This is an optimization exercise on Yosys and OpenROAD, whose aim is small area, a short achievable clock period and few clock cycles per item, not a production implementation. No run shown here included a check of the RTL's function; only the layout flow was run.

**config.mk**
```make
export PLATFORM = sky130hd
export DESIGN_NAME = SHA256_controller
export DESIGN_NICKNAME = SHA256_controller
export VERILOG_FILES = /design/flow/design.v
export SDC_FILE = /design/flow/constraint.sdc
export NUM_CORES = 4
export LEC_CHECK = 0
export CAP_MARGIN = 20
export CORE_MARGIN = 2
export CORE_UTILIZATION = 40
export SETUP_SLACK_MARGIN = 5.0
export SLEW_MARGIN = 20
export TNS_END_PERCENT = 5
```
**constraint.sdc**
```tcl
create_clock -name core_clock -period 10.0 [get_ports {CLOCK_50}]
set_input_delay 2.0000 -clock core_clock [delete_from_list [all_inputs] [get_ports {CLOCK_50}]]
set_output_delay 2.0000 -clock core_clock [all_outputs]
set_load 0.01 [all_outputs]
```
**design.v**
```verilog
module sigma0 (input [31:0] in, output [31:0] out);
	assign out = {in[6:0], in[31:7]} ^ {in[17:0], in[31:18]} ^ (in >> 3);
endmodule
module sigma1 (input [31:0] in, output [31:0] out);
	assign out = {in[16:0], in[31:17]} ^ {in[18:0], in[31:19]} ^ (in >> 10);
endmodule
module SIGMA0 (input [31:0] in, output [31:0] out);
	assign out = {in[1:0], in[31:2]} ^ {in[12:0], in[31:13]} ^ {in[21:0], in[31:22]};
endmodule
module SIGMA1 (input [31:0] in, output [31:0] out);
	assign out = {in[5:0], in[31:6]} ^ {in[10:0], in[31:11]} ^ {in[24:0], in[31:25]};
endmodule
module choice (input [31:0] in0, in1, in2, output [31:0] out);
	assign out = (in0 & in1) | (~in0 & in2);
endmodule
module majority (input [31:0] in0, in1, in2, output [31:0] out);
	assign out = (in0 & in1) | (in0 & in2) | (in1 & in2);
endmodule
module sha256_k_next (input [5:0] idx, output logic [31:0] k);
	always_comb
		case (idx)
			6'd0: k = 32'h71374491;
			6'd1: k = 32'hb5c0fbcf;
			6'd2: k = 32'he9b5dba5;
			6'd3: k = 32'h3956c25b;
			6'd4: k = 32'h59f111f1;
			6'd5: k = 32'h923f82a4;
			6'd6: k = 32'hab1c5ed5;
			6'd7: k = 32'hd807aa98;
			6'd8: k = 32'h12835b01;
			6'd9: k = 32'h243185be;
			6'd10: k = 32'h550c7dc3;
			6'd11: k = 32'h72be5d74;
			6'd12: k = 32'h80deb1fe;
			6'd13: k = 32'h9bdc06a7;
			6'd14: k = 32'hc19bf174;
			6'd15: k = 32'he49b69c1;
			6'd16: k = 32'hefbe4786;
			6'd17: k = 32'h0fc19dc6;
			6'd18: k = 32'h240ca1cc;
			6'd19: k = 32'h2de92c6f;
			6'd20: k = 32'h4a7484aa;
			6'd21: k = 32'h5cb0a9dc;
			6'd22: k = 32'h76f988da;
			6'd23: k = 32'h983e5152;
			6'd24: k = 32'ha831c66d;
			6'd25: k = 32'hb00327c8;
			6'd26: k = 32'hbf597fc7;
			6'd27: k = 32'hc6e00bf3;
			6'd28: k = 32'hd5a79147;
			6'd29: k = 32'h06ca6351;
			6'd30: k = 32'h14292967;
			6'd31: k = 32'h27b70a85;
			6'd32: k = 32'h2e1b2138;
			6'd33: k = 32'h4d2c6dfc;
			6'd34: k = 32'h53380d13;
			6'd35: k = 32'h650a7354;
			6'd36: k = 32'h766a0abb;
			6'd37: k = 32'h81c2c92e;
			6'd38: k = 32'h92722c85;
			6'd39: k = 32'ha2bfe8a1;
			6'd40: k = 32'ha81a664b;
			6'd41: k = 32'hc24b8b70;
			6'd42: k = 32'hc76c51a3;
			6'd43: k = 32'hd192e819;
			6'd44: k = 32'hd6990624;
			6'd45: k = 32'hf40e3585;
			6'd46: k = 32'h106aa070;
			6'd47: k = 32'h19a4c116;
			6'd48: k = 32'h1e376c08;
			6'd49: k = 32'h2748774c;
			6'd50: k = 32'h34b0bcb5;
			6'd51: k = 32'h391c0cb3;
			6'd52: k = 32'h4ed8aa4a;
			6'd53: k = 32'h5b9cca4f;
			6'd54: k = 32'h682e6ff3;
			6'd55: k = 32'h748f82ee;
			6'd56: k = 32'h78a5636f;
			6'd57: k = 32'h84c87814;
			6'd58: k = 32'h8cc70208;
			6'd59: k = 32'h90befffa;
			6'd60: k = 32'ha4506ceb;
			6'd61: k = 32'hbef9a3f7;
			6'd62: k = 32'hc67178f2;
			default: k = 32'h428a2f98;
		endcase
endmodule
module csa (input [31:0] x, y, z, output [31:0] s, c);
	assign s = x ^ y ^ z;
	assign c = {(x[30:0] & y[30:0]) | (x[30:0] & z[30:0]) | (y[30:0] & z[30:0]), 1'b0};
endmodule
module csa1 (input [31:0] x, y, z, output [31:0] s, c);
	assign s = x ^ y ^ z;
	assign c = {(x[30:0] & y[30:0]) | (x[30:0] & z[30:0]) | (y[30:0] & z[30:0]), 1'b1};
endmodule
module SHA256_core (
	input clk,
	input ld,
	input ld0,
	input ph2,            
	input lpre2,          
	input [3:0] ffe_w,    
	input [3:0] ffa_w,    
	input [3:0] esel,     
	input [3:0] asel,     
	input oph2,           
	input park_d,         
	input park_w,         
	input cmp_d,          
	input [1:0] cr,       
	input [1:0] ca,       
	input [1:0] wsel,     
	input [3:0] k,
	input [5:0] rnd,      
	input [255:0] midstate,
	input [95:0] data,
	input [31:0] n,
	input [255:0] target,
	output e_lt, e_eq,    
	output a_lt, a_eq     
);
	localparam [255:0] IV = 256'h6a09e667bb67ae853c6ef372a54ff53a510e527f9b05688c1f83d9ab5be0cd19;
	localparam [31:0] K0 = 32'h428a2f98;
	localparam [31:0] C2 = 32'h5be0cd19 + 32'h428a2f98 + 32'ha54ff53a;
	logic [31:0] a, b, c, d, e, f, g;
	logic [31:0] w [0:15];
	logic [31:0] pre_s, pre_c;
	logic [31:0] S0, S1, ch, mj;
	SIGMA0 SG0(a, S0);
	SIGMA1 SG1(e, S1);
	choice chs(e, f, g, ch);
	majority mjs(a, b, c, mj);
	logic [31:0] e1s, e1c, e2s, e2c, e_new;
	csa ce1(ch, pre_s, pre_c, e1s, e1c);
	csa ce2(e1s, e1c, S1, e2s, e2c);
	assign e_new = e2s + e2c;
	logic [31:0] a1s, a1c, a2s, a2c, a_new;
	csa1 ca1(mj, e, ~d, a1s, a1c);
	csa  ca2(a1s, a1c, S0, a2s, a2c);
	assign a_new = a2s + a2c;
	logic [31:0] s0w, s1w, wu, wv, wx, wy, wn;
	sigma0 sg0(w[1], s0w);
	sigma1 sg1(w[14], s1w);
	csa cw1(w[9], w[0], s0w, wu, wv);
	csa cw2(wu, wv, s1w, wx, wy);
	assign wn = wx + wy;
	logic [31:0] bw, w15;
	always_comb begin
		bw = 32'd0;
		if (wsel[0])
			case (k)
				4'd0: bw = data[95:64];
				4'd1: bw = data[63:32];
				4'd2: bw = data[31:0];
				4'd3: bw = {n[7:0], n[15:8], n[23:16], n[31:24]};
				4'd4: bw = 32'h80000000;
				4'd15: bw = 32'd640;
				default: bw = 32'd0;
			endcase
		else
			case (k)
				4'd8: bw = 32'h80000000;
				4'd15: bw = 32'd256;
				default: bw = 32'd0;
			endcase
	end
	assign w15 = (wsel == 2'd0) ? wn : bw;
	logic [31:0] kn, p1s, p1c, pn_s, pn_c;
	sha256_k_next kr(rnd, kn);
	csa cp1(g, b, w[1], p1s, p1c);
	csa cp2(p1s, p1c, kn, pn_s, pn_c);
	logic [31:0] l1s, l1c, q1s, q1c;
	csa cl1(midstate[31:0], K0, data[95:64], l1s, l1c);
	csa cl2(l1s, l1c, midstate[159:128], q1s, q1c);
	logic [31:0] opa, ope, opr_a, opr_e, ffa, ffe, ta, te, xa, xe, xd;
	always_comb begin
		ope = ({32{esel[0]}} & (oph2 ? IV[31:0]   : midstate[31:0]))
		    | ({32{esel[1]}} & (oph2 ? IV[63:32]  : midstate[63:32]))
		    | ({32{esel[2]}} & (oph2 ? IV[95:64]  : midstate[95:64]))
		    | ({32{esel[3]}} & (oph2 ? IV[127:96] : midstate[127:96]));
		opa = ({32{asel[0]}} & (oph2 ? IV[159:128] : midstate[159:128]))
		    | ({32{asel[1]}} & (oph2 ? IV[191:160] : midstate[191:160]))
		    | ({32{asel[2]}} & (oph2 ? IV[223:192] : midstate[223:192]))
		    | ({32{asel[3]}} & (oph2 ? IV[255:224] : midstate[255:224]));
		case (cr)
			2'd0: te = target[255:224];
			2'd1: te = target[223:192];
			2'd2: te = target[191:160];
			default: te = target[159:128];
		endcase
		case (ca)
			2'd0: ta = target[127:96];
			2'd1: ta = target[95:64];
			2'd2: ta = target[63:32];
			default: ta = target[31:0];
		endcase
	end
	always_ff @(posedge clk) begin
		opr_a <= opa;
		opr_e <= ope;
	end
	assign ffa = a + opr_a;
	assign ffe = e + opr_e;
	assign xd = cmp_d ? d : w[0];
	assign xe = {xd[7:0], xd[15:8], xd[23:16], xd[31:24]};
	assign xa = {w[6][7:0], w[6][15:8], w[6][23:16], w[6][31:24]};
	assign e_lt = xe < te;
	assign e_eq = xe == te;
	assign a_lt = xa < ta;
	assign a_eq = xa == ta;
	logic [255:0] lv;
	assign lv = ph2 ? IV : midstate;
	always_ff @(posedge clk) begin
		if (ld) begin
			{e, f, g} <= lv[127:32];
			{b, c} <= lv[191:128];
			if (lpre2)
				{pre_s, pre_c} <= {a ^ opr_a ^ C2, (a[30:0] & opr_a[30:0]) | (a[30:0] & C2[30:0]) | (opr_a[30:0] & C2[30:0]), 1'b0};
			else
				{pre_s, pre_c} <= {q1s, q1c};
		end else begin
			g <= f; f <= e; e <= e_new;
			c <= b; b <= a;
			{pre_s, pre_c} <= {pn_s, pn_c};
		end
		d <= park_d ? ffe : c;
		a <= (ld | ld0) ? (ld ? lv[223:192] : lv[255:224]) : a_new;
		for (int j = 0; j < 15; j++) w[j] <= w[j+1];
		w[15] <= w15;
		if (ffe_w[0]) w[11] <= ffe;
		if (ffe_w[1]) w[9]  <= ffe;
		if (ffe_w[2]) w[7]  <= ffe;
		if (ffe_w[3]) w[5]  <= ffe;
		if (ffa_w[0]) w[6]  <= ffa;
		if (ffa_w[1]) w[4]  <= ffa;
		if (ffa_w[2]) w[2]  <= ffa;
		if (ffa_w[3]) w[0]  <= ffa;
		if (park_w) begin
			w[0] <= ffe;
			w[6] <= ffa;
		end
	end
endmodule
module SHA256_controller (
	input CLOCK_50,
	input calculate,
	input [95:0] data,
	input [255:0] midstate,
	input [255:0] target,
	output [31:0] good_nonce,
	output reg done
);
	localparam [1:0] RELOAD = 2'd0, H1 = 2'd1, H2 = 2'd2, FOUND = 2'd3;
	logic [1:0] st;
	logic [6:0] rnd, rnd_n;
	logic [31:0] nonce;    
	logic slow;            
	logic e_lt, e_eq, a_lt, a_eq;
	logic edec, elt, adec, alt;
	logic dec;             
	logic acted;           
	logic r_lt, r_eq;
	logic [1:0] cr, ca;
	logic ld, ld0, ph2, lpre2, oph2, park_d, park_w;
	logic [3:0] ffe_w, ffa_w, esel_n, asel_n, k;
	logic [1:0] wsel;
	always_comb begin
		rnd_n = rnd + 7'd1;
		case (st)
			RELOAD: if (rnd == 7'd61) rnd_n = 7'd0;
			H1: if (rnd == 7'd65) rnd_n = 7'd0;
			H2: if (!slow && rnd == 7'd61) rnd_n = 7'd0;
			    else if (slow && rnd == 7'd67) rnd_n = 7'd46;
			default: ;
		endcase
	end
	logic [1:0] st_nn;
	always_comb begin
		st_nn = st;
		case (st)
			RELOAD: if (rnd == 7'd61) st_nn = H1;
			H1: if (rnd == 7'd65) st_nn = H2;
			H2: if (!slow && rnd == 7'd61) st_nn = H1;
			    else if (slow && rnd == 7'd67) st_nn = RELOAD;
			default: ;
		endcase
	end
	logic ld_d, ld0_d, ph2_d, lpre2_d, oph2_d, park_d_d, park_w_d;
	logic [3:0] ffe_w_d, ffa_w_d, esel_d, asel_d, k_d;
	logic [1:0] wsel_d;
	logic [6:0] r, r60, r61, r62;
	assign r = rnd_n;
	assign r60 = r - 7'd60;
	assign r61 = r - 7'd61;
	assign r62 = r - 7'd62;
	always_comb begin
		ld_d = 1'b0; ld0_d = 1'b0; ph2_d = 1'b0; lpre2_d = 1'b0; oph2_d = 1'b0;
		park_d_d = 1'b0; park_w_d = 1'b0;
		ffe_w_d = 4'd0; ffa_w_d = 4'd0;
		esel_d = 4'd0; asel_d = 4'd0;
		wsel_d = 2'd0; k_d = r[3:0];
		if (r >= 7'd60 && r <= 7'd63) esel_d[r60[1:0]] = 1'b1;
		if (r >= 7'd61 && r <= 7'd64) asel_d[r61[1:0]] = 1'b1;
		case (st_nn)
			RELOAD: begin
				wsel_d = 2'd1;
				k_d = r[3:0] - 4'd14;
				if (r == 7'd61) ld_d = 1'b1;
			end
			H1: begin
				if (r == 7'd0) ld0_d = 1'b1;
				if (r >= 7'd58) begin
					wsel_d = 2'd2;
					k_d = r[3:0] - 4'd2;
				end
				if (r >= 7'd61 && r <= 7'd64) ffe_w_d[r61[1:0]] = 1'b1;
				if (r >= 7'd62 && r <= 7'd65) ffa_w_d[r62[1:0]] = 1'b1;
				if (r == 7'd65) begin
					ld_d = 1'b1;
					ph2_d = 1'b1;
					lpre2_d = 1'b1;
				end
			end
			H2: begin
				oph2_d = 1'b1;
				ph2_d = 1'b1;
				if (r == 7'd0) ld0_d = 1'b1;
				if (!slow) begin
					if (r >= 7'd46) begin
						wsel_d = 2'd1;
						k_d = r[3:0] - 4'd14;
					end
					if (r == 7'd61) begin
						park_d_d = 1'b1;
						ld_d = 1'b1;
						ph2_d = 1'b0;
					end
				end else if (r >= 7'd61)
					park_w_d = 1'b1;
			end
			default: ;
		endcase
	end
	always_ff @(posedge CLOCK_50) begin
		ld <= ld_d; ld0 <= ld0_d; ph2 <= ph2_d; lpre2 <= lpre2_d; oph2 <= oph2_d;
		park_d <= park_d_d; park_w <= park_w_d;
		ffe_w <= ffe_w_d; ffa_w <= ffa_w_d;
		esel_n <= esel_d; asel_n <= asel_d;
		wsel <= wsel_d; k <= k_d;
	end
	SHA256_core core (
		.clk(CLOCK_50),
		.ld(ld), .ld0(ld0), .ph2(ph2), .lpre2(lpre2),
		.ffe_w(ffe_w), .ffa_w(ffa_w), .esel(esel_n), .asel(asel_n), .oph2(oph2),
		.park_d(park_d), .park_w(park_w), .cmp_d(dec), .cr(cr), .ca(ca),
		.wsel(wsel), .k(k), .rnd(rnd[5:0]),
		.midstate(midstate), .data(data),
		.n(st == RELOAD ? nonce : nonce + 32'd1),
		.target(target),
		.e_lt(e_lt), .e_eq(e_eq), .a_lt(a_lt), .a_eq(a_eq)
	);
	always_ff @(posedge CLOCK_50) begin
		dec <= st == H2 && !slow && rnd == 7'd61;
		cr <= (st == H2 && !slow && rnd == 7'd61) ? 2'd0 : rnd_n[1:0] - 2'd2;   
		ca <= rnd_n[1:0] + 2'd1;                                               
		acted <= dec;
		r_lt <= e_lt;
		r_eq <= e_eq;
		if (rnd == 7'd62 || (!edec && rnd <= 7'd65)) begin
			edec <= !e_eq;
			elt <= e_lt;
		end
		if (rnd == 7'd63 || (!adec && rnd <= 7'd66)) begin
			adec <= !a_eq;
			alt <= a_lt;
		end
	end
	always_ff @(posedge CLOCK_50 or posedge calculate)
		if (calculate) begin
			st <= RELOAD;
			rnd <= 7'd45;    
			slow <= 1'b0;
			nonce <= 32'h913914e3;
			done <= 1'b0;
		end else begin
			rnd <= rnd_n;
			case (st)
				RELOAD: if (rnd == 7'd61) st <= H1;
				H1: begin
					if (acted) begin
						if (!r_eq) begin
							if (r_lt) begin
								st <= FOUND;
								done <= 1'b1;
							end else
								nonce <= nonce + 32'd1;
						end else begin
							st <= RELOAD;
							slow <= 1'b1;
						end
					end
					if (rnd == 7'd65) st <= H2;
				end
				H2: begin
					if (!slow && rnd == 7'd61) st <= H1;
					if (slow && rnd == 7'd67) begin
						if (edec ? elt : alt) begin
							st <= FOUND;
							done <= 1'b1;
						end else begin
							st <= RELOAD;
							slow <= 1'b0;
							nonce <= nonce + 32'd1;
						end
					end
				end
				default: ;
			endcase
		end
	assign good_nonce = nonce;
endmodule
```
**flow/run.sh**
```bash
#!/bin/bash
# The standard layout (the standard.sh: standard synthesis, floorplan, place,
# CTS, route, finish), with the port buffers made from buf_1 cells instead of
# the default choice, and timing repair aiming at 6.2 ns of setup slack.  make's full output goes to make.log in this folder;
# ORFS keeps each step's own log under orfs/logs.
set -euo pipefail
bash standard.sh BUFFER_PORTS_ARGS="-buffer_cell sky130_fd_sc_hd__buf_1" SETUP_SLACK_MARGIN=6.2 finish > make.log 2>&1
```
**standard.sh**
```bash
#!/bin/bash
# synth_recipe.tcl (not shown) runs the flow's synth.tcl, then flattens the netlist and writes it again
# the make line also repeats each setting of config.mk as NAME=value (left out here)
make -C /OpenROAD-flow-scripts/flow DESIGN_CONFIG=/design/flow/config.mk WORK_HOME=/design/flow/orfs CLKGATE_MAP_FILE= SYNTH_SCRIPT=/design/flow/synth_recipe.tcl "${@:-finish}"
```
==> reports/metrics.csv, run 1 <==
metric,value,unit
ys_ff_latch,947,
max_stage_delay,0.88,ns
clk_pin_slew,0.07,ns
rsz0062_at_grt,yes,
fillCellCount,13890,
portBuffers,642,
gr-usage-all-layers,36.07,%
pre_cts_slack,4.375,ns
synth_edf_count,4,
cts_max_path_buffers,3,
ant_nets,0,
avgSynthCellArea,9.336,sq um
numClockSinks,947,
yosysSeqAreaShare,33.51,%
cts_root_buffer,clkbuf_16,
hp-class,reg2reg,
num_vias,50970,
path_class,reg2reg,
cts_buffers,105,
finalHoldViolCount,0,
initial_utilization,40.15,%
area_growth_syn_to_layout,17.60,%
skew,0.05518,ns
place_area,61580,sq um
status,finished clean,
grt_max_degree,196,
yosysWarnings,5,
startpoint_type,register,
final_nets,7912,
final.period_utilization,42.96,%
dp_hpwl,219.7,mm
finalWirelength,272.0,mm
htree_levels,3,
slew_headroom,16.54,%
drtPass1Iterations,9,
post_drt_via_cell_ratio,5.854,
cp_slowest_cell,a21oi_1,
maxSlewViolCount,0,
fin_crit,4.296,ns
maxCapViolations,0,
design_area,67500,sq um
fin_ws,5.704,ns
synthArstFlopShare,4.541,%
syn-cell-area,57400,sq um
hold_depth,0,
globalplace.congestion,1.066,
cp.arrival,4.93,ns
die_area,146500,sq um
finalSetupTns,0,ns
whs,0.2845,ns
antenna_found_initial,42,
critical_path_required,10.63,ns
final-setup-viol-count,0,
cts_tree,built,
synth_cell_types,95,
synth_flop_cell,dfxtp_1,
crit_chain,"buf_4, clkinv_2, ha_1, inv_1, mux2i_1, nor2_1, a211oi_1, a21oi_1, fa_1, mux2_2",
synthCells,6148,
insertion_delay,0.79,ns
grt_pass1_wl,370.5,mm
end_kind,register,
reg2reg_depth,10,
wl_per_cell,31.24,um
die_y,382.8,um
tightest_slew,1.239,ns
fmax,232.8,MHz
row_count,139,
grt_overflow_total,0,
critPathMaxFanout,26,
grt_pass1_vias,48440,
drive_gt1_share,15.75,%
design.core.area,143000,sq um
syn-num-nets,7351,
io_pins,643,
die_w,382.8,um
drtIter0Drc,6104,
drcViolationCount,0,
[state kept, by name, indices dropped and copies added, names as in the netlist, 31 cells and up]
register / cells
core.g: 32
core.w: 512
core.d: 32
core.opr_a: 32
core.f: 32
core.c: 32
core.e: 32
core.a: 32
core.b: 32
core.pre_s: 32
nonce: 32
core.opr_e: 32
core.pre_c: 31
[per-stage QoR]
stage	cells	util, %
4_1_cts	8636	46.21
6_report	8707	47.22
3_5_place_dp	8410	43.07
2_1_floorplan	6148	-
5_1_grt	8702	47.21
3_3_place_gp	8409	43.05
[synth_stat cells, types with 26 or more instances]
cell	number	area, sq um
o21ai_0	438	2192
ha_1	315	3941
xnor2_1	360	3153
and2_1	26	162.7
mux2i_1	91	910.9
fa_1	278	5565
nor3_1	71	355.3
and3_1	29	181.4
o211ai_1	47	352.8
a31oi_1	29	181.4
xor2_1	80	700.7
nand2b_1	37	231.5
o21a_1	39	292.8
a211oi_1	55	412.9
a222oi_1	39	390.4
nand2_1	411	1543
inv_1	652	2447
nand4_1	38	237.7
a22oi_1	57	427.9
a21oi_1	382	1912
mux2_2	266	2995
nor2_1	374	1404
clkbuf_1	309	1160
a21o_1	120	900.9
o22ai_1	66	412.9
nand3_1	87	435.4
mux4_2	98	2207
dfxtp_1	900	18020
nor2b_1	38	237.7
buf_1	51	191.4
[worst max-delay path, delay by kind of cell (launching register included)]
family / cells / cell delay [ns]
mux: 2 / 0.47
fa+ha+maj: 2 / 1.02
simple gates: 1 / 0.12
buf+inv: 3 / 1.09
compound gates: 2 / 0.94
flops: 1 / 0.51
[cell type report]
type                       count  area, sq um  area share [%]
timing repair buffer         821         3862           5.722
inverter                     660         2516           3.728
clock inverter                51        675.6           1.001
tap                         1903         2381           3.528
antenna                        9        22.52         0.03337
clock buffer                 142         3010           4.460
sequential                   947        19500           28.89
multi-input combinational   4174        35530           52.64
[logic make-up (layout without fill, tap and decap cells)]
| kind of cell | Yosys count | after routing | synth area share [%] |
|---|---|---|---|
| fa+ha+maj | 594 | 594 | 16.58 |
| xor+xnor | 440 | 440 | 6.714 |
| buf+inv | 1027 | 1674 | 6.764 |
| simple gates | 1198 | 1198 | 9.465 |
| flops | 947 | 947 | 33.51 |
| compound gates | 1487 | 1487 | 16.31 |
| other cells | 0 | 9 | 0 |
| mux | 455 | 455 | 10.65 |
[placed cells by master (no fill, tap or decap), types with 164 or more instances in the layout]
cell type  instances
nand2_1          409
xnor2_1          333
fa_1             271
buf_4            164
mux2_2           266
o21ai_0          400
inv_1            622
dfxtp_1          809
ha_1             278
buf_1            642
nor2_1           366
a21oi_1          362
[metal layers]
metal,global-route usage (%),up-vias,share of wire [%]
met4,22.35,22,7.4
met3,7.927,625,9.9
met5,0,-,0.053
li1,-,22220,-
met1,46.47,25160,39
met2,54.95,2946,43
[worst paths after layout]
path,startpoint,to,slack [ns]
worst min register to register,core.w[2][16]$_DFF_P_,core.w[1][16]$_DFF_P_,0.28
worst min-delay path,core.w[2][16]$_DFF_P_,core.w[1][16]$_DFF_P_,0.28
max in group asynchronous,calculate,rnd[4]$_DFF_PP0_,7.94
min in group asynchronous,calculate,nonce[11]$_DFFE_PP0P_,1.41
worst max-delay path,rnd[0]$_DFF_PP1_,core.pre_s[6]$_DFF_P_,5.70
worst max register to register,rnd[0]$_DFF_PP1_,core.pre_s[6]$_DFF_P_,5.70
[timing repair]
item | in CTS | in global routing
pin swaps | 29 | 87
hold buffers | 0 | 0
endpoints found under the setup margin | 222 | 216
gates resized for setup | 172 | 239
gates cloned | 0 | 0
buffers inserted | 33 | 62
==> run 2, diff against run 1 <==
--- a/design.v
+++ b/design.v
@@ -95,2 +95,24 @@
 endmodule
+module sk_add (input [31:0] a, b, output [31:0] s);
+	logic [31:0] g [0:5];
+	logic [31:0] p [0:5];
+	assign g[0] = a & b;
+	assign p[0] = a | b;
+	genvar l, i;
+	generate
+		for (l = 0; l < 5; l++) begin : lv
+			for (i = 0; i < 32; i++) begin : bt
+				if ((i >> l) & 1) begin
+					localparam int j = ((i >> l) << l) - 1;
+					assign g[l+1][i] = g[l][i] | (p[l][i] & g[l][j]);
+					assign p[l+1][i] = p[l][i] & p[l][j];
+				end else begin
+					assign g[l+1][i] = g[l][i];
+					assign p[l+1][i] = p[l][i];
+				end
+			end
+		end
+	endgenerate
+	assign s = a ^ b ^ {g[5][30:0], 1'b0};
+endmodule
 module SHA256_core (
@@ -127,15 +149,19 @@
 	logic [31:0] pre_s, pre_c;
-	logic [31:0] S0, S1, ch, mj;
+	logic [31:0] S0, S1;
 	SIGMA0 SG0(a, S0);
 	SIGMA1 SG1(e, S1);
-	choice chs(e, f, g, ch);
-	majority mjs(a, b, c, mj);
-	logic [31:0] e1s, e1c, e2s, e2c, e_new;
-	csa ce1(ch, pre_s, pre_c, e1s, e1c);
-	csa ce2(e1s, e1c, S1, e2s, e2c);
-	assign e_new = e2s + e2c;
-	logic [31:0] a1s, a1c, a2s, a2c, a_new;
-	csa1 ca1(mj, e, ~d, a1s, a1c);
-	csa  ca2(a1s, a1c, S0, a2s, a2c);
-	assign a_new = a2s + a2c;
+	logic [31:0] ef_s, ef_c, eg_s, eg_c, ex_s, ex_c, e2s, e2c, e_new;
+	csa cef(f, pre_s, pre_c, ef_s, ef_c);
+	csa ceg(g, pre_s, pre_c, eg_s, eg_c);
+	assign ex_s = (e & ef_s) | (~e & eg_s);
+	assign ex_c = {(e[30:0] & ef_c[31:1]) | (~e[30:0] & eg_c[31:1]), 1'b0};
+	csa ce2(S1, ex_s, ex_c, e2s, e2c);
+	sk_add ae(e2s, e2c, e_new);
+	logic [31:0] bo_s, bo_c, ba_s, ba_c, ax_s, ax_c, a2s, a2c, a_new;
+	csa1 cao(b | c, e, ~d, bo_s, bo_c);
+	csa1 caa(b & c, e, ~d, ba_s, ba_c);
+	assign ax_s = (a & bo_s) | (~a & ba_s);
+	assign ax_c = {(a[30:0] & bo_c[31:1]) | (~a[30:0] & ba_c[31:1]), 1'b1};
+	csa ca2(S0, ax_s, ax_c, a2s, a2c);
+	sk_add aa(a2s, a2c, a_new);
 	logic [31:0] s0w, s1w, wu, wv, wx, wy, wn;
@@ -143,5 +169,5 @@
 	sigma1 sg1(w[14], s1w);
-	csa cw1(w[9], w[0], s0w, wu, wv);
-	csa cw2(wu, wv, s1w, wx, wy);
-	assign wn = wx + wy;
+	csa cw1(s1w, w[9], s0w, wu, wv);
+	csa cw2(wu, wv, w[0], wx, wy);
+	sk_add aw(wx, wy, wn);
 	logic [31:0] bw, w15;
==> flow/run.sh (replaced) <==
#!/bin/bash
# The standard layout (the standard.sh: standard synthesis, floorplan, place,
# CTS, route, finish), with the port buffers made from buf_1 cells instead of
# the default choice, and timing repair aiming at 5.7 ns of setup slack.  make's full output goes to make.log in this folder;
# ORFS keeps each step's own log under orfs/logs.
set -euo pipefail
bash standard.sh BUFFER_PORTS_ARGS="-buffer_cell sky130_fd_sc_hd__buf_1" SETUP_SLACK_MARGIN=5.7 finish > make.log 2>&1
--- a/config.mk
+++ b/config.mk
@@ -12,2 +12 @@
 export SLEW_MARGIN = 20
-export TNS_END_PERCENT = 5
==> run 2 against run 1 <==
Clock skew increased by 0.022 ns. Critical path depth is 4 higher. Via count about the same. Maximum frequency is 4.0% lower. Non-clock buffer count shrank 17. Die area up 3.6%. Synthesized cell count shrank 0.13%. Critical path type unchanged. Final area increased by 2.6%. Still clean. Utilization is 0.33 points lower.
==> reports/metrics.csv, run 2 <==
metric,value,unit
timing.critical_path.buf_inv,1,
dp_hpwl,227.4,mm
ant_nets,0,
synth_compound_area_share,12.45,%
syn-num-nets,7501,
die_area,151800,sq um
reg2reg_depth,14,
slew_headroom,14.69,%
cp_slowest_cell,dfxtp_1,
cpLargestDelayFamily,adder cells,
yosysMostFrequentCell,dfxtp_1,
yosys.area_share.xor_xnor,6.848,%
grt_pass1_wl,377.9,mm
reg2reg_from,core.d[18]$_DFF_P_,
cts_root_buffer,clkbuf_16,
cp-endpoint,core.a[31]$_DFF_P_,
initial_utilization,40.27,%
grt_pass1_vias,47960,
row_count,141,
synth_edf_count,4,
final-setup-viol-count,0,
crit_cells,14,
die_y,389.6,um
maxCapViolations,0,
drtIter0Drc,7337,
skew,0.07736,ns
top_register,core.w,
yosysTopAreaCellShare,30.30,%
hold_buffers,0,
numClockSinks,947,
fin_crit,4.474,ns
yosysWarnings,8,
max_stage_delay,0.53,ns
grt_overflow_total,0,
htree_levels,3,
place_area,63850,sq um
gr-usage-all-layers,35.78,%
num_vias,51010,
yosysSeqAreaShare,32.35,%
finalHoldViolCount,0,
antenna_found_initial,24,
ys_ff_latch,947,
drive_gt1_share,16.44,%
insertion_delay,0.77,ns
reg2reg_to,core.a[31]$_DFF_P_,
final_cell_mix,"dfxtp_1 (806), inv_1 (732), buf_1 (642)",
area_growth_syn_to_layout,16.42,%
finalSetupTns,0,ns
synthArstFlopShare,4.541,%
fmax,223.5,MHz
drtPass1Iterations,10,
cts_buffers,103,
tightest_slew,1.266,ns
final_nets,8048,
status,finished clean,
end_kind,register,
synth_fa_ha_area_share,20.21,%
synthMuxAreaShare,12.66,%
grt_max_degree,103,
critPathMaxFanout,5,
synth_flop_cell,dfxtp_1,
ys_top_cells_by_count,"dfxtp_1 (900), inv_1 (742), ha_1 (403)",
largest_reg_flops,512,
r2r_slack,5.53,ns
crit_chain,"inv_1, fa_1, mux2i_1, fa_1, ha_1, or4_4, nor3_4, o311ai_4, a211oi_2, nor3_4, or3_1, a222oi_1, xnor2_1, o22ai_1",
synth.area.top_cells,"dfxtp_1 (30%), fa_1 (12%), ha_1 (8.5%)",
finalWirelength,281.0,mm
path_class,reg2reg,
io_pins,643,
synth_cell_types,92,
drcViolationCount,0,
design.core.area,147700,sq um
critical_path_required,10.65,ns
synth_simple_gate_area_share,8.485,%
portBuffers,642,
final.period_utilization,44.74,%
rsz0062_at_grt,yes,
globalplace.congestion,1.066,
syn-cell-area,59470,sq um
synth_top_family_by_area,adder cells,
post_drt_via_cell_ratio,5.855,
synthCells,6140,
avgSynthCellArea,9.685,sq um
post-synth-top-area-cell,dfxtp_1,
design_area,69230,sq um
startpoint_type,register,
hp-class,reg2reg,
cts_tree,built,
wl_per_cell,32.25,um
die_w,389.6,um
final_common_cell,dfxtp_1,
critPathLaunch,core.d[18]$_DFF_P_,
maxSlewViolCount,0,
cp.arrival,5.12,ns
clk_pin_slew,0.07,ns
cts_max_path_buffers,3,
-- run 2: kinds of logic after synthesis --
logic type               Yosys count
AO/OA/AOI/OAI                   1183
buffers and inverters           1108
AND/OR/NAND/NOR                 1097
flip-flops                       947
adder cells (fa/ha/maj)          752
multiplexers                     588
XOR/XNOR                         465
-- run 2: per-stage QoR --
step | instances | util (%) | setup WS (ns) | hold WS (ns)
after detailed placement | 8449 | 43.24 | 4.633 | 0.3121
after floorplan | 6140 | - | 5.733 | 0.3096
after global routing | 8705 | 46.87 | 5.411 | 0.3093
final | 8713 | 46.88 | 5.526 | 0.3020
after CTS | 8661 | 46.18 | 5.549 | 0.2944
after global placement | 8449 | 43.21 | 4.832 | 0.3098
-- run 2: how the worst min path moves through the flow --
stage               cells after the start                   start                endpoint
floorplan                               0   core.w[11][0]$_DFF_P_   core.w[10][0]$_DFF_P_
global route                            0  core.w[13][16]$_DFF_P_  core.w[12][16]$_DFF_P_
detailed placement                      0  core.w[11][22]$_DFF_P_  core.w[10][22]$_DFF_P_
finish                                  0   core.w[11][1]$_DFF_P_   core.w[10][1]$_DFF_P_
CTS                                     0   core.w[11][1]$_DFF_P_   core.w[10][1]$_DFF_P_
global placement                        0   core.w[15][0]$_DFF_P_   core.w[14][0]$_DFF_P_
-- run 2: layout make-up --
type / count / area, sq um
inverters: 746 / 2806
flip-flops and latches: 947 / 19420
repair buffers: 804 / 3716
well taps: 1930 / 2415
multi-input cells: 4085 / 37270
fillers: 13990 / 78430
diodes: 13 / 32.53
clock buffers: 146 / 3023
clock inverters: 42 / 544.3
-- run 2: layer usage --
metal	track usage (%)	routed length, um
met5	0.5104	113
met3	9.056	32400
met4	23.20	22580
met2	51.35	114700
met1	47.59	111200
-- run 2: repair_timing --
| item | 4_1_cts | 5_1_grt |
|---|---|---|
| endpoints found under the hold margin | 0 | 0 |
| gates cloned | 0 | 0 |
| endpoints found under the setup margin | 131 | 92 |
| gates resized for setup | 164 | 167 |
| pin swaps | 44 | 91 |
| buffers inserted | 24 | 39 |
==> run 3, diff against run 2 <==
--- a/design.v
+++ b/design.v
@@ -195,4 +195,4 @@
 	sha256_k_next kr(rnd, kn);
-	csa cp1(g, b, w[1], p1s, p1c);
-	csa cp2(p1s, p1c, kn, pn_s, pn_c);
+	csa cp1(g, kn, w[1], p1s, p1c);
+	csa cp2(p1s, p1c, b, pn_s, pn_c);
 	logic [31:0] l1s, l1c, q1s, q1c;
@@ -241,3 +241,3 @@
 			{e, f, g} <= lv[127:32];
-			{b, c} <= lv[191:128];
+			{a, b, c} <= lv[223:128];
 			if (lpre2)
@@ -248,3 +248,3 @@
 			g <= f; f <= e; e <= e_new;
-			c <= b; b <= a;
+			c <= b; b <= a; a <= ld0 ? lv[255:224] : a_new;
 			{pre_s, pre_c} <= {pn_s, pn_c};
@@ -252,3 +252,2 @@
 		d <= park_d ? ffe : c;
-		a <= (ld | ld0) ? (ld ? lv[223:192] : lv[255:224]) : a_new;
 		for (int j = 0; j < 15; j++) w[j] <= w[j+1];
==> flow/run.sh (replaced) <==
#!/bin/bash
# The standard layout (the standard.sh: standard synthesis, floorplan, place,
# CTS, route, finish), with the port buffers made from buf_1 cells instead of
# the default choice, and timing repair aiming at 6.5 ns of setup slack.  make's full output goes to make.log in this folder;
# ORFS keeps each step's own log under orfs/logs.
set -euo pipefail
bash standard.sh BUFFER_PORTS_ARGS="-buffer_cell sky130_fd_sc_hd__buf_1" SETUP_SLACK_MARGIN=6.5 finish > make.log 2>&1
==> run 3 against run 2 <==
Still clean. Critical path depth increased by 2. Hold slack hardly changed. Global-route usage is 0.80 points higher. Via count up 3.3%. Largest cell class unchanged.
==> reports/metrics.csv, run 3 <==
metric,value,unit
insertion_delay,0.78,ns
initial_utilization,40.13,%
reg2reg_to,core.a[28]$_DFF_P_,
numClockSinks,947,
dp.cells,8669,
hp-start,core.w[13][17]$_DFF_P_,
ys_ff_latch,947,
row_count,142,
yosysTopAreaCellShare,30.05,%
cts_root_buffer,clkbuf_16,
syn-num-nets,7659,
final_cells,9145,
cpLargestDelayFamily,compound AO/OA/AOI/OAI gates,
final_common_cell,dfxtp_1,
die_area,153000,sq um
grt_overflow_total,0,
wl_per_cell,31.65,um
fillCellCount,13900,
synthArstFlopShare,4.541,%
syn-cell-area,59970,sq um
portBuffers,642,
drtIter0Drc,6999,
grt_pass1_vias,49980,
end_kind,register,
crit_chain,"xor2_1, xnor2_1, fa_1, ha_2, nor2_2, o21ai_2, o211a_4, o211ai_1, buf_4, a31oi_4, or3_4, a21oi_4, nor2_2, xor2_1, o21ai_1, a21boi_1",
io_pins,643,
grt_pass1_wl,389.0,mm
grt_max_degree,140,
hold_buffers,0,
synthCells,6298,
fmax,230.9,MHz
fin_crit,4.330,ns
clk_pin_slew,0.06,ns
die_w,391.2,um
skew,0.07996,ns
status,finished clean,
post_drt_via_cell_ratio,5.764,
cp_slowest_cell,dfxtp_1,
final_nets,8396,
maxCapViolations,0,
yosysWarnings,8,
r2r_slack,5.67,ns
register_area,19540,sq um
reg2reg_from,core.a[27]$_DFF_P_,
largest_reg_flops,512,
final_cell_mix,"dfxtp_1 (785), inv_1 (683), buf_1 (629)",
yosysMostFrequentCell,dfxtp_1,
dp_hpwl,227.8,mm
startpoint_type,register,
maxSlewViolCount,0,
timing.critical_path.buf_inv,1,
drtPass1Iterations,12,
synth_cell_types,102,
finalWirelength,289.5,mm
hp-class,reg2reg,
die_y,391.2,um
top_register,core.w,
final.period_utilization,43.30,%
critPathMaxFanout,7,
htree_levels,3,
synth_flop_cell,dfxtp_1,
synth.area.top_cells,"dfxtp_1 (30%), fa_1 (12%), ha_1 (8.4%)",
cp.arrival,4.92,ns
ys_top_cells_by_count,"dfxtp_1 (900), inv_1 (723), nor2_1 (459)",
num_vias,52710,
hold_depth,0,
path_class,reg2reg,
critical_path_required,10.59,ns
final-setup-viol-count,0,
slew_headroom,14.70,%
max_stage_delay,0.75,ns
ant_nets,0,
globalplace.congestion,1.039,
antenna_found_initial,23,
drcViolationCount,0,
avgSynthCellArea,9.521,sq um
rsz0062_at_grt,yes,
yosysSeqAreaShare,32.08,%
multi_input_area,40120,sq um
holdPathEnd,core.w[12][17]$_DFF_P_,
cts_max_path_buffers,3,
reg2reg_depth,16,
synth_edf_count,4,
drive_gt1_share,23.25,%
finalSetupTns,0,ns
cts_buffers,104,
gr-usage-all-layers,36.58,%
tightest_slew,1.270,ns
design.core.area,149400,sq um
finalHoldViolCount,0,
area_growth_syn_to_layout,24.24,%
post-synth-top-area-cell,dfxtp_1,
cts_tree,built,
==> run 3: changes by cell type after synthesis, sizes merged, moves of 14 or more <==
cell / before / now
a21o: 36 / 50
a21oi: 337 / 391
inv: 742 / 725
mux2: 323 / 277
nand3b: 4 / 81
nor2: 363 / 459
o21ai: 354 / 391
o22ai: 89 / 16
==> run 3: metal layers <==
metal | part of all wire, % | routed length, um | GRT usage, %
met1 | 39 | 112300 | 47.84
met2 | 41 | 117600 | 51.72
met3 | 12 | 35290 | 10.71
met4 | 8.4 | 24170 | 25.11
met5 | 0.025 | 72 | 0
==> run 3: cell families after synthesis <==
kind of cell,after synthesis,share of synthesized area (%)
and+or+nand+nor,1273,10.03
AOI/OAI and AO/OA,1222,12.57
buffers and inverters,1101,6.911
DFF,947,32.08
adders and majority gates,752,20.04
muxes,542,11.63
xor gates and xnor gates,461,6.733
==> run 3: final cells by class <==
type	instances	share of cell area, %
Timing Repair inverter	1	0.02183
Timing Repair Buffer	1001	7.886
Sequential cell	947	26.23
Clock inverter	42	0.7675
Antenna cell	11	0.03695
Multi-Input combinational cell	4250	53.86
Inverter	730	3.809
Clock buffer	147	4.005
Tap cell	2016	3.386
==> run 3: what timing repair did <==
action / in CTS / in global routing
pin swaps: 147 / 235
gates cloned: 7 / 2
gates resized for setup: 576 / 460
setup endpoints to repair: 351 / 223
setup buffers: 136 / 129
hold endpoints to repair: 0 / 0
==> run 3: worst max path at each step <==
stage	slack, ns	startpoint	endpoint	cells past startpoint
floorplan	5.95	core.w[1][5]$_DFF_P_	core.w[15][31]$_DFF_P_	18
global route	5.52	core.w[1][11]$_DFF_P_	core.w[15][27]$_DFF_P_	18
detailed placement	5.14	rnd[2]$_DFF_PP1_	ffe_w[2]$_SDFF_PN0_	14
global placement	4.96	target[159]	r_eq$_DFF_P_	8
CTS	5.70	core.pre_s[5]$_DFF_P_	core.e[31]$_DFF_P_	14
finish	5.67	core.a[27]$_DFF_P_	core.a[28]$_DFF_P_	16
==> run 3: worst register-to-register path, cell delays in order (launching register included) <==
cell,delay (ns)
dfxtp_1,0.75
xor2_1,0.19
xnor2_1,0.46
fa_1,0.54
ha_2,0.21
nor2_2,0.12
o21ai_2,0.09
o211a_4,0.28
o211ai_1,0.19
buf_4,0.17
a31oi_4,0.15
or3_4,0.44
a21oi_4,0.16
nor2_2,0.08
xor2_1,0.15
o21ai_1,0.07
a21boi_1,0.14
==> run 3: per-stage QoR <==
stage | hold slack (ns) | setup WS (ns) | utilization, % | instance area [sq um]
2_1_floorplan | 0.3096 | 5.951 | - | 60210
3_3_place_gp | 0.3099 | 4.955 | 43.13 | 64440
3_5_place_dp | 0.3121 | 5.142 | 43.15 | 64470
4_1_cts | 0.2980 | 5.700 | 47.90 | 71570
5_1_grt | 0.3094 | 5.523 | 49.85 | 74490
6_report | 0.3018 | 5.670 | 49.86 | 74500
==> run 4, diff against run 3 <==
--- a/design.v
+++ b/design.v
@@ -130,5 +130,5 @@
 	input park_w,         
+	input park_a,         
 	input cmp_d,          
-	input [1:0] cr,       
-	input [1:0] ca,       
+	input [2:0] cr,       
 	input [1:0] wsel,     
@@ -140,4 +140,3 @@
 	input [255:0] target,
-	output e_lt, e_eq,    
-	output a_lt, a_eq     
+	output e_lt, e_eq     
 );
@@ -157,3 +156,3 @@
 	assign ex_c = {(e[30:0] & ef_c[31:1]) | (~e[30:0] & eg_c[31:1]), 1'b0};
-	csa ce2(S1, ex_s, ex_c, e2s, e2c);
+	csa ce2(ex_s, ex_c, S1, e2s, e2c);
 	sk_add ae(e2s, e2c, e_new);
@@ -164,3 +163,3 @@
 	assign ax_c = {(a[30:0] & bo_c[31:1]) | (~a[30:0] & ba_c[31:1]), 1'b1};
-	csa ca2(S0, ax_s, ax_c, a2s, a2c);
+	csa ca2(ax_s, ax_c, S0, a2s, a2c);
 	sk_add aa(a2s, a2c, a_new);
@@ -169,5 +168,5 @@
 	sigma1 sg1(w[14], s1w);
-	csa cw1(s1w, w[9], s0w, wu, wv);
-	csa cw2(wu, wv, w[0], wx, wy);
-	sk_add aw(wx, wy, wn);
+	csa cw1(w[9], w[0], s0w, wu, wv);
+	csa cw2(wu, wv, s1w, wx, wy);
+	assign wn = wx + wy;
 	logic [31:0] bw, w15;
@@ -195,4 +194,4 @@
 	sha256_k_next kr(rnd, kn);
-	csa cp1(g, kn, w[1], p1s, p1c);
-	csa cp2(p1s, p1c, b, pn_s, pn_c);
+	csa cp1(g, b, w[1], p1s, p1c);
+	csa cp2(p1s, p1c, kn, pn_s, pn_c);
 	logic [31:0] l1s, l1c, q1s, q1c;
@@ -200,3 +199,3 @@
 	csa cl2(l1s, l1c, midstate[159:128], q1s, q1c);
-	logic [31:0] opa, ope, opr_a, opr_e, ffa, ffe, ta, te, xa, xe, xd;
+	logic [31:0] opa, ope, opr_a, opr_e, ffa, ffe, te, xe, xd;
 	always_comb begin
@@ -211,12 +210,10 @@
 		case (cr)
-			2'd0: te = target[255:224];
-			2'd1: te = target[223:192];
-			2'd2: te = target[191:160];
-			default: te = target[159:128];
-		endcase
-		case (ca)
-			2'd0: ta = target[127:96];
-			2'd1: ta = target[95:64];
-			2'd2: ta = target[63:32];
-			default: ta = target[31:0];
+			3'd0: te = target[255:224];
+			3'd1: te = target[223:192];
+			3'd2: te = target[191:160];
+			3'd3: te = target[159:128];
+			3'd4: te = target[127:96];
+			3'd5: te = target[95:64];
+			3'd6: te = target[63:32];
+			default: te = target[31:0];
 		endcase
@@ -231,7 +228,4 @@
 	assign xe = {xd[7:0], xd[15:8], xd[23:16], xd[31:24]};
-	assign xa = {w[6][7:0], w[6][15:8], w[6][23:16], w[6][31:24]};
 	assign e_lt = xe < te;
 	assign e_eq = xe == te;
-	assign a_lt = xa < ta;
-	assign a_eq = xa == ta;
 	logic [255:0] lv;
@@ -241,3 +235,3 @@
 			{e, f, g} <= lv[127:32];
-			{a, b, c} <= lv[223:128];
+			{b, c} <= lv[191:128];
 			if (lpre2)
@@ -248,3 +242,3 @@
 			g <= f; f <= e; e <= e_new;
-			c <= b; b <= a; a <= ld0 ? lv[255:224] : a_new;
+			c <= b; b <= a;
 			{pre_s, pre_c} <= {pn_s, pn_c};
@@ -252,2 +246,3 @@
 		d <= park_d ? ffe : c;
+		a <= (ld | ld0) ? (ld ? lv[223:192] : lv[255:224]) : a_new;
 		for (int j = 0; j < 15; j++) w[j] <= w[j+1];
@@ -262,6 +257,3 @@
 		if (ffa_w[3]) w[0]  <= ffa;
-		if (park_w) begin
-			w[0] <= ffe;
-			w[6] <= ffa;
-		end
+		if (park_w) w[0] <= park_a ? ffa : ffe;
 	end
@@ -282,4 +274,5 @@
 	logic slow;            
-	logic e_lt, e_eq, a_lt, a_eq;
-	logic edec, elt, adec, alt;
+	logic pass2;           
+	logic e_lt, e_eq;
+	logic edec, elt;
 	logic dec;             
@@ -287,6 +280,10 @@
 	logic r_lt, r_eq;
-	logic [1:0] cr, ca;
+	logic [1:0] cr;
 	logic ld, ld0, ph2, lpre2, oph2, park_d, park_w;
-	logic [3:0] ffe_w, ffa_w, esel_n, asel_n, k;
+	logic [3:0] ffe_w, ffa_w, esel, esel_n, asel_n, k;
 	logic [1:0] wsel;
+	logic [6:0] r60, r61, r62;
+	assign r60 = rnd - 7'd60;
+	assign r61 = rnd - 7'd61;
+	assign r62 = rnd - 7'd62;
 	always_comb begin
@@ -301,47 +298,29 @@
 	end
-	logic [1:0] st_nn;
 	always_comb begin
-		st_nn = st;
+		ld = 1'b0; ld0 = 1'b0; ph2 = 1'b0; lpre2 = 1'b0; oph2 = 1'b0;
+		park_d = 1'b0; park_w = 1'b0;
+		ffe_w = 4'd0; ffa_w = 4'd0;
+		esel = 4'd0; esel_n = 4'd0; asel_n = 4'd0;
+		wsel = 2'd0; k = rnd[3:0];
+		if (rnd >= 7'd61 && rnd <= 7'd64) esel[r61[1:0]] = 1'b1;
+		if (rnd >= 7'd60 && rnd <= 7'd63) esel_n[r60[1:0]] = 1'b1;
+		if (rnd >= 7'd61 && rnd <= 7'd64) asel_n[r61[1:0]] = 1'b1;
 		case (st)
-			RELOAD: if (rnd == 7'd61) st_nn = H1;
-			H1: if (rnd == 7'd65) st_nn = H2;
-			H2: if (!slow && rnd == 7'd61) st_nn = H1;
-			    else if (slow && rnd == 7'd67) st_nn = RELOAD;
-			default: ;
-		endcase
-	end
-	logic ld_d, ld0_d, ph2_d, lpre2_d, oph2_d, park_d_d, park_w_d;
-	logic [3:0] ffe_w_d, ffa_w_d, esel_d, asel_d, k_d;
-	logic [1:0] wsel_d;
-	logic [6:0] r, r60, r61, r62;
-	assign r = rnd_n;
-	assign r60 = r - 7'd60;
-	assign r61 = r - 7'd61;
-	assign r62 = r - 7'd62;
-	always_comb begin
-		ld_d = 1'b0; ld0_d = 1'b0; ph2_d = 1'b0; lpre2_d = 1'b0; oph2_d = 1'b0;
-		park_d_d = 1'b0; park_w_d = 1'b0;
-		ffe_w_d = 4'd0; ffa_w_d = 4'd0;
-		esel_d = 4'd0; asel_d = 4'd0;
-		wsel_d = 2'd0; k_d = r[3:0];
-		if (r >= 7'd60 && r <= 7'd63) esel_d[r60[1:0]] = 1'b1;
-		if (r >= 7'd61 && r <= 7'd64) asel_d[r61[1:0]] = 1'b1;
-		case (st_nn)
 			RELOAD: begin
-				wsel_d = 2'd1;
-				k_d = r[3:0] - 4'd14;
-				if (r == 7'd61) ld_d = 1'b1;
+				wsel = 2'd1;
+				k = rnd[3:0] - 4'd14;
+				if (rnd == 7'd61) ld = 1'b1;
 			end
 			H1: begin
-				if (r == 7'd0) ld0_d = 1'b1;
-				if (r >= 7'd58) begin
-					wsel_d = 2'd2;
-					k_d = r[3:0] - 4'd2;
+				if (rnd == 7'd0) ld0 = 1'b1;
+				if (rnd >= 7'd58) begin
+					wsel = 2'd2;
+					k = rnd[3:0] - 4'd2;
 				end
-				if (r >= 7'd61 && r <= 7'd64) ffe_w_d[r61[1:0]] = 1'b1;
-				if (r >= 7'd62 && r <= 7'd65) ffa_w_d[r62[1:0]] = 1'b1;
-				if (r == 7'd65) begin
-					ld_d = 1'b1;
-					ph2_d = 1'b1;
-					lpre2_d = 1'b1;
+				if (rnd >= 7'd61 && rnd <= 7'd64) ffe_w = esel;
+				if (rnd >= 7'd62 && rnd <= 7'd65) ffa_w[r62[1:0]] = 1'b1;
+				if (rnd == 7'd65) begin
+					ld = 1'b1;
+					ph2 = 1'b1;
+					lpre2 = 1'b1;
 				end
@@ -349,17 +328,17 @@
 			H2: begin
-				oph2_d = 1'b1;
-				ph2_d = 1'b1;
-				if (r == 7'd0) ld0_d = 1'b1;
+				oph2 = 1'b1;
+				ph2 = 1'b1;
+				if (rnd == 7'd0) ld0 = 1'b1;
 				if (!slow) begin
-					if (r >= 7'd46) begin
-						wsel_d = 2'd1;
-						k_d = r[3:0] - 4'd14;
+					if (rnd >= 7'd46) begin
+						wsel = 2'd1;
+						k = rnd[3:0] - 4'd14;
 					end
-					if (r == 7'd61) begin
-						park_d_d = 1'b1;
-						ld_d = 1'b1;
-						ph2_d = 1'b0;
+					if (rnd == 7'd61) begin
+						park_d = 1'b1;
+						ld = 1'b1;
+						ph2 = 1'b0;
 					end
-				end else if (r >= 7'd61)
-					park_w_d = 1'b1;
+				end else if (pass2 ? rnd >= 7'd62 : rnd >= 7'd61)
+					park_w = 1'b1;
 			end
@@ -368,9 +347,2 @@
 	end
-	always_ff @(posedge CLOCK_50) begin
-		ld <= ld_d; ld0 <= ld0_d; ph2 <= ph2_d; lpre2 <= lpre2_d; oph2 <= oph2_d;
-		park_d <= park_d_d; park_w <= park_w_d;
-		ffe_w <= ffe_w_d; ffa_w <= ffa_w_d;
-		esel_n <= esel_d; asel_n <= asel_d;
-		wsel <= wsel_d; k <= k_d;
-	end
 	SHA256_core core (
@@ -379,3 +351,3 @@
 		.ffe_w(ffe_w), .ffa_w(ffa_w), .esel(esel_n), .asel(asel_n), .oph2(oph2),
-		.park_d(park_d), .park_w(park_w), .cmp_d(dec), .cr(cr), .ca(ca),
+		.park_d(park_d), .park_w(park_w), .park_a(pass2), .cmp_d(dec), .cr({pass2, cr}),
 		.wsel(wsel), .k(k), .rnd(rnd[5:0]),
@@ -384,3 +356,3 @@
 		.target(target),
-		.e_lt(e_lt), .e_eq(e_eq), .a_lt(a_lt), .a_eq(a_eq)
+		.e_lt(e_lt), .e_eq(e_eq)
 	);
@@ -388,4 +360,3 @@
 		dec <= st == H2 && !slow && rnd == 7'd61;
-		cr <= (st == H2 && !slow && rnd == 7'd61) ? 2'd0 : rnd_n[1:0] - 2'd2;   
-		ca <= rnd_n[1:0] + 2'd1;                                               
+		cr <= (st == H2 && !slow && rnd == 7'd61) ? 2'd0 : rnd_n[1:0] - (pass2 ? 2'd3 : 2'd2);
 		acted <= dec;
@@ -393,3 +364,4 @@
 		r_eq <= e_eq;
-		if (rnd == 7'd62 || (!edec && rnd <= 7'd65)) begin
+		if (pass2 ? (rnd == 7'd63 || (!edec && rnd <= 7'd66))
+		          : (rnd == 7'd62 || (!edec && rnd <= 7'd65))) begin
 			edec <= !e_eq;
@@ -397,6 +369,2 @@
 		end
-		if (rnd == 7'd63 || (!adec && rnd <= 7'd66)) begin
-			adec <= !a_eq;
-			alt <= a_lt;
-		end
 	end
@@ -405,4 +373,5 @@
 			st <= RELOAD;
-			rnd <= 7'd45;    
+			rnd <= 7'd46;
 			slow <= 1'b0;
+			pass2 <= 1'b0;
 			nonce <= 32'h913914e3;
@@ -431,8 +400,11 @@
 					if (slow && rnd == 7'd67) begin
-						if (edec ? elt : alt) begin
+						st <= RELOAD;
+						if (edec && elt) begin
 							st <= FOUND;
 							done <= 1'b1;
-						end else begin
-							st <= RELOAD;
+						end else if (!edec && !pass2)
+							pass2 <= 1'b1;
+						else begin
 							slow <= 1'b0;
+							pass2 <= 1'b0;
 							nonce <= nonce + 32'd1;
--- a/config.mk
+++ b/config.mk
@@ -7,2 +7,3 @@
 export LEC_CHECK = 0
+export ABC_AREA = 1
 export CAP_MARGIN = 20
@@ -12 +13,2 @@
 export SLEW_MARGIN = 20
+export TNS_END_PERCENT = 5
==> run 4 against run 3 <==
Worst setup slack improved by 0.34 ns. Via count up 13%. Global-route usage is 5.3 points higher. Critical path depth is 6 lower. Highest routed layer unchanged.
==> reports/metrics.csv, run 4 <==
metric,value,unit
status,finished clean,
insertion_delay,0.77,ns
numClockSinks,915,
portBuffers,642,
cts_tree,built,
gr-usage-all-layers,41.89,%
grt_pass1_vias,56110,
finalHoldViolCount,0,
reg2reg_depth,10,
finalWirelength,324.6,mm
synthArstFlopShare,4.809,%
tightest_slew,1.247,ns
grt_pass1_wl,441.2,mm
final_common_cell,nand2_1,
finalSetupTns,0,ns
drtIter0Drc,7434,
startpoint_type,register,
crit_chain,"buf_4, ha_1, inv_1, nor2_1, nand2_1, nand2_1, nand2_1, clkinv_2, o21ai_0, nand3_1",
maxSlewViolCount,0,
dp_hpwl,263.7,mm
die_y,387.1,um
initial_utilization,40.28,%
ys_top_cells_by_count,"nand2_1 (1755), inv_1 (986), dfxtp_1 (869)",
cts_buffers,98,
ant_nets,0,
rsz0062_at_grt,yes,
cpLargestDelayFamily,simple AND/OR/NAND/NOR gates,
critical_path_required,10.67,ns
synth_flop_cell,dfxtp_1,
critPathMaxFanout,27,
register_area,18810,sq um
yosysMostFrequentCell,nand2_1,
syn-cell-area,58700,sq um
htree_levels,3,
critPathLaunch,rnd[0]$_DFF_PP0_,
cts_max_path_buffers,3,
end_kind,register,
crit_cells,10,
die_area,149800,sq um
io_pins,643,
hold_buffers,0,
hp-class,reg2reg,
synthCells,7655,
ys_ff_latch,915,
drive_gt1_share,12.06,%
wl_per_cell,31.39,um
drcViolationCount,0,
largest_reg_flops,512,
final-setup-viol-count,0,
reg2reg_to,core.opr_e[30]$_DFF_P_,
multi_input_area,36520,sq um
yosysTopAreaCellShare,29.64,%
timing.critical_path.buf_inv,3,
avgSynthCellArea,7.668,sq um
fmax,250.9,MHz
final.period_utilization,39.86,%
post-synth-top-area-cell,dfxtp_1,
fin_crit,3.986,ns
die_w,387.1,um
cp.arrival,4.66,ns
top_register,core.w,
cp_common_cell,nand2_1,
r2r_slack,6.01,ns
slew_headroom,16.29,%
globalplace.congestion,1.082,
cts_root_buffer,clkbuf_16,
area_growth_syn_to_layout,19.90,%
grt_max_degree,101,
synth_cell_types,69,
design.core.area,145700,sq um
yosysSeqAreaShare,31.65,%
cp-endpoint,core.opr_e[30]$_DFF_P_,
num_vias,59460,
final_nets,9611,
drtPass1Iterations,7,
grt_overflow_total,0,
antenna_found_initial,40,
final_cell_mix,"nand2_1 (1718), inv_1 (924), dfxtp_1 (782)",
skew,0.06202,ns
clk_pin_slew,0.07,ns
synth_edf_count,2,
yosysWarnings,8,
syn-num-nets,8938,
fillCellCount,14670,
maxCapViolations,0,
reg2reg_from,rnd[0]$_DFF_PP0_,
row_count,140,
max_stage_delay,0.61,ns
path_class,reg2reg,
synth.area.top_cells,"dfxtp_1 (30%), fa_1 (12%), nand2_1 (11%)",
post_drt_via_cell_ratio,5.750,
cp_slowest_cell,ha_1,
[run 4: logic make-up (layout without fill, tap and decap cells)]
kind of cell | Yosys count | after routing | share of synthesized area [%]
AOI/OAI and AO/OA | 1481 | 1481 | 14.35
xor gates and xnor gates | 357 | 357 | 5.327
adders and majority gates | 674 | 674 | 18.78
buffers and inverters | 1377 | 2126 | 9.004
DFF | 915 | 915 | 31.65
muxes | 92 | 92 | 1.631
other | 0 | 17 | 0
and+or+nand+nor | 2759 | 2762 | 19.26
[run 4: worst min-delay path by stage]
stage,start,to,slack (ns),cells past startpoint
3_5_place_dp,core.w[11][23]$_DFF_P_,core.w[10][23]$_DFF_P_,0.31,0
5_1_grt,core.w[11][5]$_DFF_P_,core.w[10][5]$_DFF_P_,0.28,0
6_report,core.w[13][8]$_DFF_P_,core.w[12][8]$_DFF_P_,0.29,0
3_3_place_gp,core.w[4][11]$_DFF_P_,core.w[3][11]$_DFF_P_,0.31,0
4_1_cts,core.w[13][8]$_DFF_P_,core.w[12][8]$_DFF_P_,0.28,0
2_1_floorplan,core.w[11][0]$_DFF_P_,core.w[10][0]$_DFF_P_,0.31,0
[run 4: per-layer routing]
layer  routed length, um  share of wire [%]  global-route usage [%]
met1              135200                 42                   58.48
met2              130600                 40                   59.11
met5                 138              0.043                  0.1914
met4               22900                7.1                   23.77
met3               35710                 11                   9.619
[run 4: stage by stage]
stage          hold slack, ns  area [sq um]  worst slack (ns)  util, %  cells
2_1_floorplan          0.3096         58800             6.286        -   7655
3_3_place_gp           0.3096         62960             4.933    43.20   9944
3_5_place_dp           0.3121         62980             4.858    43.21   9945
4_1_cts                0.2776         68850             6.108    47.24  10260
5_1_grt                0.2821         70360             5.919    48.27  10330
6_report               0.2890         70380             6.014    48.29  10340
[run 4: what timing repair did]
item,4_1_cts,5_1_grt
setup buffers,124,64
pin swaps,89,86
endpoints found under the setup margin,590,495
resized for setup,357,247
gates cloned,10,2
[run 4: cell type report]
class / count / area share [%]
antenna: 17 / 0.06045
clock buffer: 124 / 3.913
clock inverter: 55 / 1.150
inverter: 1010 / 5.634
multi-input combinational: 5366 / 51.90
sequential: 915 / 26.73
tap: 1917 / 3.408
timing repair buffer: 933 / 7.172
timing repair inverter: 4 / 0.04089

[port drivers added, routing unchanged]
Ports are ideal in the flow. The routed layouts listed here were re-timed in OpenROAD.
Step 1 assumes that a clkbuf_16 drives the clock port and a buf_2 every other input.
Step 2 adds t to the input delays and takes it off the output delays; t is the mean of the earliest and latest rising clock arrival at the registers after step 1. Input paths then give back, and output paths get back, about the clock's delay inside the block.
a / b / c = ideal / step 1 / step 2; a / b = the first two.
run	t, ns	setup WS [ns]	worst hold slack (ns)	clock arrival spread, ns	cell pins on the clock port's net
run 1	0.843	5.704 / 5.704 / 4.959	0.285 / 0.285 / 0.285	0.058 / 0.058	1
run 2	0.824	5.526 / 5.526 / 5.154	0.302 / 0.302 / 0.302	0.079 / 0.079	1
run 3	0.812	5.670 / 5.670 / 5.580	0.302 / 0.302 / 0.302	0.080 / 0.080	1
run 4	0.820	6.014 / 6.014 / 5.271	0.289 / 0.289 / 0.289	0.062 / 0.062	1
After both steps every run listed still meets setup and hold. The setup slack of run 1, which loses most, moves by 0.000 ns with the drivers and by -0.745 ns with both steps.
